From an optimization exercise on the open Yosys and OpenROAD flow, aimed at small area and a short achievable clock period; shortcuts taken in it are not production practice. Function was checked by simulation only, so behaviour that the tests miss may differ from the original. The flow treats the clock pin as an ideal source, which a real chip does not have. Power and IR drop assume default switching activity.

## flow/design.v (module list and top-level ports; edited modules follow where they fit)
// module fa: 10 lines
// module ha: 9 lines
// module karatsaub: 2793 lines
module karatsaub (
    input             clk,
    input             rst,
    input             in_valid,
    input      [31:0] in_a,
    input      [31:0] in_b,
    output            out_valid,
    output reg [63:0] out_c
);
  // ...
==> flow/flow/run.sh <==
#!/bin/bash
# Layout flow: the standard synthesis unchanged, then the standard ORFS
# layout steps with timing repair aimed below the clock period (a larger
# setup slack margin), and before CTS the port buffers made plain
# buffers (pre_cts.tcl).  Each step's output goes to its own log.
set -e
bash standard.sh synth > synth.log 2>&1
bash standard.sh SETUP_SLACK_MARGIN=6.95 PRE_CTS_TCL=$PWD/flow/pre_cts.tcl HOOK_IN_BUF=sky130_fd_sc_hd__buf_1 HOOK_OUT_BUF=sky130_fd_sc_hd__buf_2 HOOK_FF_SIZE=2 HOOK_R1_SIZE=  finish > layout.log 2>&1
==> flow/flow/pre_cts.tcl <==
# Port buffers: plain buffers instead of delay cells; output-stage flops
# one size up.  Only drive strengths and buffer types change.
set block [ord::get_db_block]
foreach bterm [$block getBTerms] {
  set net [$bterm getNet]
  if {$net == "NULL"} continue
  set name [$bterm getName]
  if {$name == "clk"} continue
  if {[$bterm getIoType] == "INPUT"} {
    foreach it [$net getITerms] {
      set inst [$it getInst]
      set m [[$inst getMaster] getName]
      if {[string match "*dlybuf*" $m] || [string match "*dlygate*" $m]} {
        replace_cell [$inst getName] $::env(HOOK_IN_BUF)
      }
    }
  } else {
    foreach it [$net getITerms] {
      if {![$it isOutputSignal]} continue
      set inst [$it getInst]
      replace_cell [$inst getName] $::env(HOOK_OUT_BUF)
      # the flop behind the output buffer
      foreach it2 [$inst getITerms] {
        if {![$it2 isInputSignal]} continue
        set n2 [$it2 getNet]
        foreach it3 [$n2 getITerms] {
          if {![$it3 isOutputSignal]} continue
          set f [$it3 getInst]
          set fm [[$f getMaster] getName]
          if {[regsub {_1$} $fm "_$::env(HOOK_FF_SIZE)" nm]} {
            if {[string match "*df*" $fm]} { replace_cell [$f getName] $nm }
          }
        }
      }
    }
  }
}
if {[info exists ::env(HOOK_R1_SIZE)] && $::env(HOOK_R1_SIZE) != ""} {
  foreach inst [$block getInsts] {
    set iname [$inst getName]
    if {![string match "r1_*" $iname]} continue
    set m [[$inst getMaster] getName]
    if {![string match "*dfxtp*" $m]} continue
    foreach it [$inst getITerms] {
      if {![$it isOutputSignal]} continue
      set n [$it getNet]
      if {$n == "NULL"} continue
      if {[llength [$n getITerms]] > 17} { replace_cell $iname sky130_fd_sc_hd__dfxtp_$::env(HOOK_R1_SIZE) }
    }
  }
}
==> flow/standard.sh <==
#!/bin/bash
# synth_recipe.tcl (not shown) runs the flow's synth.tcl, then flattens the netlist and writes it again
# the make line also repeats each setting of config.mk as NAME=value (left out here)
make -C /OpenROAD-flow-scripts/flow DESIGN_CONFIG=/design/flow/config.mk WORK_HOME=/design/flow/orfs CLKGATE_MAP_FILE= SYNTH_SCRIPT=/design/flow/synth_recipe.tcl "${@:-finish}"
==> flow/config.mk <==
export PLATFORM = sky130hd
export DESIGN_NAME = karatsaub
export DESIGN_NICKNAME = karatsaub
export VERILOG_FILES = /design/flow/design.v
export SDC_FILE = /design/flow/constraint.sdc
export NUM_CORES = 4
export LEC_CHECK = 0
export CAP_MARGIN = 20
export CORE_MARGIN = 2
export CORE_UTILIZATION = 70
export CTS_CLUSTER_DIAMETER = 200
export CTS_CLUSTER_SIZE = 15
export SLEW_MARGIN = 20
export SYNTH_HIERARCHICAL = 1
==> flow/constraint.sdc <==
create_clock -name core_clock -period 10.0 [get_ports {clk}]
set_input_delay 2.0000 -clock core_clock [delete_from_list [all_inputs] [get_ports {clk}]]
set_output_delay 2.0000 -clock core_clock [all_outputs]
set_load 0.01 [all_outputs]
==> impl_metrics.yaml, run 1 <==
outcome:
  outcome: "timing/DRC/antenna clean"
synth:
  muxShareOfSynthArea_pct: 0
  synthFlopType: "dfxtp_1"
  synth_top_family_by_area: "adder cells"
  synth_async_sr_flop_share_pct: 0.849
  syn_area_sq_um: 31200
  average_size_of_a_mapped_cell_sq_um: 11.6
setup_path:
  crit_arrival_ns: 3.55
  cp.required_ns: 10.42
  critPathTopFamily: "adder cells"
  r2r_cells: 5
  timing.critical_path.mode_cell: "fa_1"
drt:
  route.met2.wl_mm: 41.5
  detailedRoute.firstPassIterationCount: 8
  drt_drc_violations_left: 0
  met3_length_mm: 13.5
  antenna_violating_nets_post_route: 0
  met1_length_mm: 31.2
  via_per_inst: 6.96
place:
  place_area_sq_um: 32700
  hpwlAfterDp_mm: 57.5
pwr:
  intPower_uw: 6670
  power_switching_uw: 4710
  power.clock.fraction_pct: 11.7
final_layout:
  fillCellCount: 3094
  seq_share_pct: 29.1
  layout.sequential_cells: 471
  diodes: 1
  final-instance-count-excl-fill: 3242
  area_grow_syn2layout_pct: 6.03
clock_network:
  postCtsSetupRepairBufs: 0
  cts.hold.buffers_added: 0
  cts_sink_count: 471
  post_cts_resize_count: 15
sta:
  slew-limit-headroom_pct: 30.1
  min_period_ns: 3.13
  finalSetupTns_ns: 0
  worstMarginPinSlew_ns: 1.05
min_path:
  hp-class: "flip-flop to flip-flop"
  hold_path_startpoint: "r3_n1481"
global_route:
  number_of_global_route_vias_before_repair: 24900
  grtUsageTotal_pct: 41.2
  global_route.usage.met2_pct: 63.3
==> inputs of run 2 (changes only) <==
==> flow/flow/run.sh (replaced) <==
#!/bin/bash
# Layout flow: the standard synthesis unchanged, then the standard ORFS
# layout steps with timing repair aimed below the clock period (a larger
# setup slack margin), and before CTS the port buffers made plain
# buffers (pre_cts.tcl).  Each step's output goes to its own log.
set -e
bash standard.sh synth > synth.log 2>&1
bash standard.sh SETUP_SLACK_MARGIN=6.95 PRE_CTS_TCL=$PWD/flow/pre_cts.tcl HOOK_IN_BUF=sky130_fd_sc_hd__buf_1 HOOK_OUT_BUF=sky130_fd_sc_hd__buf_2 HOOK_FF_SIZE=2 HOOK_R1_SIZE=4  finish > layout.log 2>&1
--- a/flow/config.mk
+++ b/flow/config.mk
@@ -7,7 +7,7 @@
 export LEC_CHECK = 0
 export CAP_MARGIN = 20
 export CORE_MARGIN = 2
-export CORE_UTILIZATION = 70
+export CORE_UTILIZATION = 60
 export CTS_CLUSTER_DIAMETER = 200
 export CTS_CLUSTER_SIZE = 15
 export SLEW_MARGIN = 20
==> impl_metrics.yaml, run 2 <==
outcome:
  outcome: "timing/DRC/antenna clean"
final_layout:
  fillCellCount: 4076
  diodes: 0
  layout.cells.most_common: "xnor2_1"
  top_reg_by_flops: "out_c"
  final_cell_mix: "xnor2_1 (551), fa_1 (509), o22ai_1 (496)"
  multiInputGateArea_sq_um: 20600
  largest_register_ff_count: 64
  drive_above_1_share_pct: 10.3
  top_regs: "out_c x64, vld x4"
  nets: 3287
  sequential_cell_area_sq_um: 9710
  area_grow_syn2layout_pct: 6.48
global_route:
  grt_start_max_net_pins: 66
  first_pass_grt_wire_length_mm: 146
  grtUsageTotal_pct: 36.4
  global_route.overflow_total: 0
  grt_antenna_before_repair: 0
  number_of_global_route_vias_before_repair: 24000
clock_network:
  cts.hold.buffers_added: 0
  cts_sink_count: 471
  number_of_buffers_added_by_the_clock_tree_synthesis_step: 37
  cts.clk_slew.worst_paths_ns: 0.07
  worst_skew_pair.late_latency_ns: 0.58
  tritoncts: "done"
setup_path:
  crit_arrival_ns: 1.08
  crit-reg2reg-launch: "r1_in_b_21"
  crit_type: "flip-flop to output pin"
  timing.critical_path.from_type: "flip-flop"
  crit_chain: "buf_6"
  worstPathBufferInverterCount: 1
  crit_path_end_kind: "output pin"
  critPathTopFamily: "flip-flops"
  cp.required_ns: 8.00
  critPathLaunch: "vld[3]"
  cpMaxStageDelayCell: "dfrtp_2"
  worst-path-max-fanout: 1
  cp_slowest_stage_delay_ns: 0.40
place:
  placement.io_buffers: 131
  hpwlAfterDp_mm: 58.8
  gp_routability_congestion: 0.859
pwr:
  power_leakage_uw: 0.0121
  powerDensity_nw_per_um2: 344
  irDropWorstVdd_uv: 309
  post-layout-total-power_uw: 11400
die:
  initial_core_util_pct: 60.8
  rows: 83
  ioPinCount: 132
  floorplan.die_area_sq_um: 53800
  placeableCoreArea_sq_um: 51300
  dieHeight_um: 232
  die_width_um: 232
flow_run:
  max_cap_viol_count: 0
sta:
  hold_viol: 0
  min_period_ns: 3.08
  final_min_period_over_clock_period_pct: 30.8
  slew-limit-headroom_pct: 47.2
  grt_setup_unrepaired: "true"
  slew_violations: 0
  whs_ns: 0.325
  clock_skew_ns: 0.0366
  finalSetupTns_ns: 0
  finalSetupViolCount: 0
  maxClockFrequency_ghz: 0.325
  worstMarginPinSlew_ns: 0.792
synth:
  synth-xor-area-share_pct: 16.1
  postSynthRegisterBits: 471
  synth_top_family_by_area: "adder cells"
  ys.warnings.count: 7
  synthFlopType: "dfxtp_1"
  synthCells: 2690
  muxShareOfSynthArea_pct: 0
  share_of_synthesized_cell_area_in_full_adder_half_adder_and_majority_cells_pct: 36.0
  synth_sequential_area_ratio_pct: 30.3
  yosys.cell_types.count: 42
  synth_largest_area_cell: "fa_1"
  syn_area_sq_um: 31200
  synth_async_sr_flop_share_pct: 0.849
  post_synth_and_or_nand_nor_area_fraction_pct: 2.07
  synth.top_cell.area_share_pct: 32.7
  most_frequently_used_cell_type_in_the_post_synthesis_netlist: "xnor2_1"
  netlist_top_cells_area: "fa_1 (33%), dfxtp_1 (30%), xnor2_1 (15%), o22ai_1 (9.9%), ha_1 (3.3%)"
  average_size_of_a_mapped_cell_sq_um: 11.6
  synth_edf_count: 0
  synth_common_cells: "xnor2_1 (551), fa_1 (509), o22ai_1 (496)"
  synth_compound_area_share_pct: 11.5
min_path:
  hp-class: "flip-flop to flip-flop"
  hold_path_startpoint: "r3_n1230_0"
drt:
  wl_mm: 95.3
  via_count: 22100
  detailedRoute.firstPassIterationCount: 6
  first_iter_violations: 2724
  routed_length_per_instance_um: 28.7
  drt_drc_violations_left: 0
  via_per_inst: 6.65
  antenna_violating_nets_post_route: 0
run 2: changes by cell type in the layout (fill, tap and decap cells not counted), moves of 2 or more:
| cell | change |
|---|---|
| inv_4 | -2 |
| buf_2 | -2 |
| dfxtp_1 | -26 |
| buf_4 | -22 |
| dfxtp_4 | +28 |
| buf_6 | +7 |
| clkbuf_1 | +15 |
| dfxtp_2 | -2 |
run 2: routing by layer:
metal | global-route usage (%) | share of wire (%) | up-vias
met2 | 55.3 | 45 | 1798
li1 | - | - | 8865
met3 | 11.5 | 13 | 457
met4 | 19.4 | 6.0 | 0
met5 | 0 | 0 | -
met1 | 46.7 | 36 | 11000
run 2: per-module statistics from Yosys, one instance, submodules excluded:
module | flops+latches | cells | copies in the design
ha | 0 | 1 | 51
fa | 0 | 1 | 509
karatsaub | 471 | 2130 | 1
run 2: stage by stage:
stage | utilization [%] | instance area, sq um | setup slack (ns) | std cells
floorplan | - | 31200 | 7.00 | 2705
global placement | 63.6 | 32600 | 6.61 | 3269
detailed placement | 63.6 | 32600 | 6.67 | 3269
CTS | 64.7 | 33200 | 6.90 | 3325
global route | 64.7 | 33200 | 6.90 | 3325
finish | 64.7 | 33200 | 6.92 | 3325
run 2: area by class of cell:
cell class                 count  area share (%)
clock buffer                  53            2.97
sequential                   471            29.2
timing repair buffer         159            2.52
tap                          680            2.56
inverter                      54           0.701
multi-input combinational   1905            61.9
clock inverter                 3          0.0867
run 2: where the power goes:
part / total (uW) / internal, uW / switching [uW] / leakage (uW)
logic: 6420 / 3050 / 3370 / 0.00762
registers: 3640 / 2960 / 673 / 0.00399
clock network: 1370 / 687 / 687 / 0.000490
run 2: repair_timing:
action / in CTS / in global routing
endpoints found under the setup margin: 77 / 27
endpoints found under the hold margin: 0 / 0
resized for setup: 17 / 11
buffers inserted: 0 / 0
run 2: cells by family (layout without fill, tap and decap cells):
| logic type | after synthesis | count (layout) |
|---|---|---|
| adders and majority gates | 592 | 592 |
| xor gates and xnor gates | 574 | 574 |
| AOI/OAI and AO/OA | 565 | 565 |
| DFF | 471 | 471 |
| buffers and inverters | 329 | 269 |
| and+or+nand+nor | 158 | 158 |
| other | 1 | 16 |
run 2: final timing paths:
| kind | end | slack (ns) | cells past startpoint |
|---|---|---|---|
| hold reg to reg | out_c[0] | 0.33 | 0 |
| max in group asynchronous | vld[3] | 8.56 | 2 |
| min in group asynchronous | vld[3] | 1.27 | 2 |
| hold / removal | out_c[0] | 0.33 | 0 |
| setup / recovery | out_valid | 6.92 | 1 |
| setup reg to reg | r2_n1095_0 | 6.98 | 6 |

port drivers added, routing unchanged:
No port has a modelled driver above. Below, the same layouts with a new extraction and two added sets of constraints.
Step 1 sets driving cells, clkbuf_16 on the clock port and buf_2 on the other inputs (assumed; they add their load-dependent delay and slew).
Step 2 also shifts input and output timing later by t, the mid clock arrival at the registers, as if the neighbouring blocks saw the same clock.
Slacks: ideal / step 1 / step 2; pairs: ideal / step 1.
| run | t, ns | slack for setup (ns) | worst setup path after step 2 | worst data-port slew with drivers (ns) | pins driven straight from the clock port |
|---|---|---|---|---|---|
| run 1 | 0.629 | 6.871 / 6.856 / 6.871 | register to register | 0.04 | 1 |
| run 2 | 0.625 | 6.922 / 6.863 / 6.981 | register to register | 0.04 | 1 |
After both steps setup and hold are still met in every run listed.
